This design comes from an exercise in tuning for small area, a short achievable clock period and few clock cycles on the open sky130 flow, not from production work.
Where RTL was checked, it was by simulation tests only, not by an equivalence proof against the original.

==> module NfiVe_MDU, before the edit <==
module NfiVe_MDU (
	input clk,
	input rst_n,
	input start,
	output done,
	input [2:0] op,
	input mul_div,
	input [31:0] op1, op2,
	output [31:0] result
);
	reg st_mul, st_pre, st_div, st_corr, st_fin;
	wire st_idle = ~(st_mul | st_pre | st_div | st_corr | st_fin);
	reg        done_r;
	reg        rem;     
	reg        mulhi;   
	reg        dv;      
	reg [4:0]  cnt;
	reg [32:0] M;       
	reg [31:0] B;       
	reg [33:0] acc;     
	reg        corr;    
	reg        inv;     
	reg        sa;      
	reg        finw;    
	reg        one0, two0, neg0, one1, two1, neg1;   
	reg        r0z, r0i;                             
	assign done = done_r;
	assign result = B;
	wire        sgn_div = ~op[0];
	wire        a_neg = sgn_div & op1[31];
	wire        b_neg = sgn_div & op2[31];
	wire [31:0] a_abs = a_neg ? (~op1 + 32'd1) : op1;
	wire [31:0] b_abs = b_neg ? (~op2 + 32'd1) : op2;
	wire [5:0]  za_in, zb_in;
	lzc32 u_lza (.x(a_abs), .z(za_in));
	lzc32 u_lzb (.x(b_abs), .z(zb_in));
	wire        msx = M[32] & ~dv;
	wire [34:0] m35 = {msx, msx, M};
	wire [34:0] m2  = {msx, M, 1'b0};
	wire [34:0] pp0 = ({35{one0}} & m35 | {35{two0}} & m2) ^ {35{neg0}};
	wire [34:0] pp1 = ({35{one1}} & m35 | {35{two1}} & m2) ^ {35{neg1}};
	wire [36:0] r0 = ({{3{acc[33]}}, acc} & {37{~r0z}}) ^ {37{r0i}};
	wire [36:0] r1 = {{2{pp0[34]}}, pp0};
	wire [36:0] r2 = {pp1, neg1, neg1 | r0i};
	wire [36:0] cs_s = r0 ^ r1 ^ r2;
	wire [36:0] cs_c = (r0 & r1) | (r0 & r2) | (r1 & r2);
	wire [37:0] sum_x = {cs_s, 1'b1} + {cs_c[35:0], neg1, neg0};
	wire [36:0] sum = sum_x[37:1];
	wire        sneg = sum[36];
	wire [2:0] nb0 = st_idle ? {op2[1:0], 1'b0} : B[5:3];
	wire [2:0] nb1 = st_idle ? op2[3:1] : B[7:5];
	reg  [5:0] za, zb;
	wire [6:0] sdiff = {1'b0, zb} - {1'b0, za};
	wire       b_zero = zb[5];
	wire       s_neg = sdiff[6];
	wire       quick = b_zero | s_neg;
	wire [31:0] m_al = M[31:0] << sdiff[4:0];
	wire       inv_n = rem ? sa : (sa ^ inv);
	wire mul_last = st_mul & (cnt == 5'd0);
	wire div_last = st_div & (cnt == 5'd0);
	wire [31:0] q_new = {B[30:0], ~sneg};
	always @(posedge clk or negedge rst_n) begin
		if (~rst_n) begin
			st_mul <= 1'b0; st_pre <= 1'b0; st_div <= 1'b0; st_corr <= 1'b0; st_fin <= 1'b0;
			done_r <= 1'b0;
		end else begin
			st_mul <= st_idle & start & mul_div | st_mul & (cnt != 5'd0);
			st_corr <= mul_last & corr;
			st_pre <= st_idle & start & ~mul_div;
			st_div <= st_pre & ~quick | st_div & (cnt != 5'd0);
			st_fin <= st_pre & quick | div_last & (rem | inv);
			done_r <= st_mul & (cnt == 5'd1) & ~corr
			        | mul_last & corr
			        | st_pre & quick
			        | st_pre & ~quick & (sdiff[4:0] == 5'd0) & ~rem & ~inv_n
			        | st_div & (cnt == 5'd1) & ~rem & ~inv
			        | div_last & (rem | inv);
		end
	end
	always @(posedge clk) begin
		if (st_idle | st_mul) begin
			one0 <= nb0[1] ^ nb0[0];
			two0 <= (nb0[2] & ~nb0[1] & ~nb0[0]) | (~nb0[2] & nb0[1] & nb0[0]);
			neg0 <= nb0[2];
			one1 <= nb1[1] ^ nb1[0];
			two1 <= (nb1[2] & ~nb1[1] & ~nb1[0]) | (~nb1[2] & nb1[1] & nb1[0]);
			neg1 <= nb1[2];
			r0z <= 1'b0;
			r0i <= 1'b0;
		end
		if (st_idle & start & ~mul_div) begin
			one0 <= 1'b1; two0 <= 1'b0; neg0 <= 1'b1;
			one1 <= 1'b0; two1 <= 1'b0; neg1 <= 1'b0;
		end
		if (mul_last) begin
			one0 <= 1'b1; two0 <= 1'b0; neg0 <= 1'b0;
			one1 <= 1'b0; two1 <= 1'b0; neg1 <= 1'b0;
		end
		if (st_pre & quick) begin
			one0 <= 1'b0; neg0 <= 1'b0;
			r0i <= rem & sa;
		end
		if (st_div) begin
			if (cnt != 5'd0)
				neg0 <= ~sneg;
			else if (rem) begin
				one0 <= sneg;
				neg0 <= sneg & inv;
				r0i <= inv;
			end else begin
				neg0 <= 1'b1;
				r0z <= 1'b1;
			end
		end
		if (st_idle & start) begin
			rem <= op[1];
			mulhi <= op[1:0] != 2'b00;
			dv <= ~mul_div;
			za <= za_in;
			zb <= zb_in;
			if (mul_div) begin
				M <= {op[1:0] != 2'b11 & op1[31], op1};
				B <= op2;
				acc <= 34'd0;
				cnt <= 5'd7;
				corr <= op[1] & op2[31];
			end else begin
				M <= {1'b0, b_abs};
				acc <= {2'b00, a_abs};
				sa <= a_neg;
				inv <= b_neg;    
			end
		end
		if (st_mul) begin
			acc <= {sum[36], sum[36:4]};
			if (cnt == 5'd0 && mulhi && !corr)
				B <= sum[35:4];
			else
				B <= {sum[3:0], B[31:4]};
			cnt <= cnt - 5'd1;
		end
		if (st_corr) B <= sum[31:0];
		if (st_pre) begin
			finw <= rem;
			if (quick) begin
				B <= b_zero ? 32'hffffffff : 32'd0;
			end else begin
				B <= 32'd0;
				M <= {1'b0, m_al};
				cnt <= sdiff[4:0];
				inv <= inv_n;
			end
		end
		if (st_div) begin
			acc <= sum[33:0];
			cnt <= cnt - 5'd1;
			if (cnt != 5'd0) begin
				M <= {1'b0, M[32:1]};
				B <= q_new;
			end else if (!rem) begin
				if (inv) begin
					M <= {1'b0, q_new};
					finw <= 1'b1;
				end else
					B <= q_new;
			end
		end
		if (st_fin & finw) B <= sum[31:0];
	end
endmodule
clock: 10.0 ns
lec_check: 0
cap_margin: 20
core_margin: 2
core_utilization: 45
slew_margin: 20
standard.sh (not shown) runs the stock make flow with config.mk's settings and CLKGATE_MAP_FILE= SYNTH_SCRIPT=/design/flow/synth_recipe.tcl, a recipe that flattens the netlist after the stock synthesis.
==> flow/flow/run.sh <==
#!/bin/bash
set -euo pipefail
cd "$(dirname "$0")/.."
bash standard.sh $(cat flow/knobs.txt) finish > flow_standard.log 2>&1
==> flow/flow/knobs.txt <==
SETUP_SLACK_MARGIN=6.5 TNS_END_PERCENT=0
==> next run, changes <==
--- a/flow/design.v
+++ b/flow/design.v
@@ -32,11 +32,8 @@
 	wire        a_neg = sgn_div & op1[31];
 	wire        b_neg = sgn_div & op2[31];
 	wire [31:0] a_abs = a_neg ? (~op1 + 32'd1) : op1;
 	wire [31:0] b_abs = b_neg ? (~op2 + 32'd1) : op2;
-	wire [5:0]  za_in, zb_in;
-	lzc32 u_lza (.x(a_abs), .z(za_in));
-	lzc32 u_lzb (.x(b_abs), .z(zb_in));
 	wire        msx = M[32] & ~dv;
 	wire [34:0] m35 = {msx, msx, M};
 	wire [34:0] m2  = {msx, M, 1'b0};
 	wire [34:0] pp0 = ({35{one0}} & m35 | {35{two0}} & m2) ^ {35{neg0}};
@@ -50,9 +47,11 @@
 	wire [36:0] sum = sum_x[37:1];
 	wire        sneg = sum[36];
 	wire [2:0] nb0 = st_idle ? {op2[1:0], 1'b0} : B[5:3];
 	wire [2:0] nb1 = st_idle ? op2[3:1] : B[7:5];
-	reg  [5:0] za, zb;
+	wire [5:0] za, zb;
+	lzc32 u_lza (.x(acc[31:0]), .z(za));
+	lzc32 u_lzb (.x(M[31:0]), .z(zb));
 	wire [6:0] sdiff = {1'b0, zb} - {1'b0, za};
 	wire       b_zero = zb[5];
 	wire       s_neg = sdiff[6];
 	wire       quick = b_zero | s_neg;
@@ -117,10 +116,8 @@
 		if (st_idle & start) begin
 			rem <= op[1];
 			mulhi <= op[1:0] != 2'b00;
 			dv <= ~mul_div;
-			za <= za_in;
-			zb <= zb_in;
 			if (mul_div) begin
 				M <= {op[1:0] != 2'b11 & op1[31], op1};
 				B <= op2;
 				acc <= 34'd0;
Effect: The changed run passed the timing, DRC and antenna checks. Area after synthesis drops by about 9%. Count of clock-buffer cells in the layout is higher by 5. Non-clock buffer count came out lower by 47. Hold slack is better by 0.014 ns. Global-route usage drops by 1.9 points. Via count went down by 8.7%. Die area decreases by 9.3%. Utilization went down by 0.62 points. Fmax goes down by about 4.6%. Final area decreases by 11%. Cell count decreases by 9.8%. Wire length goes down by about 11%.
Testbench counts after the change, summed over its fixed seeds: cycles 22,552.
Function not checked in the first run of this note: the RTL went through the layout flow alone.

-- what the ideal ports hide --
How much do the figures lean on ideal ports? The routed layouts below were timed once more, with nothing changed but the port constraints. Step 1 (the two cells are an assumption about what drives the block):
set clk [get_ports {clk}]
set_driving_cell -lib_cell sky130_fd_sc_hd__clkbuf_16 $clk
set_driving_cell -lib_cell sky130_fd_sc_hd__buf_2 [delete_from_list [all_inputs] $clk]
Step 2 times the ports against the registers' clock, not the clock port: input delays grow and output delays shrink by t, the midpoint of the rising clock arrivals with the driver on. a / b / c = ideal / step 1 / step 2; a / b = the first two.
run | shift t [ns] | slack for setup (ns) | worst setup path at the end | worst slew at a driven data input, ns
the first run | 0.511 | 5.630 / 5.647 / 5.150 | input to register | 0.06
the second run | 0.483 | 5.417 / 5.417 / 4.963 | input to register | 0.06
After both steps every run listed still meets setup and hold. For the first run, which loses most, drivers alone change the setup slack by +0.017 ns; drivers and shift together by -0.480 ns.
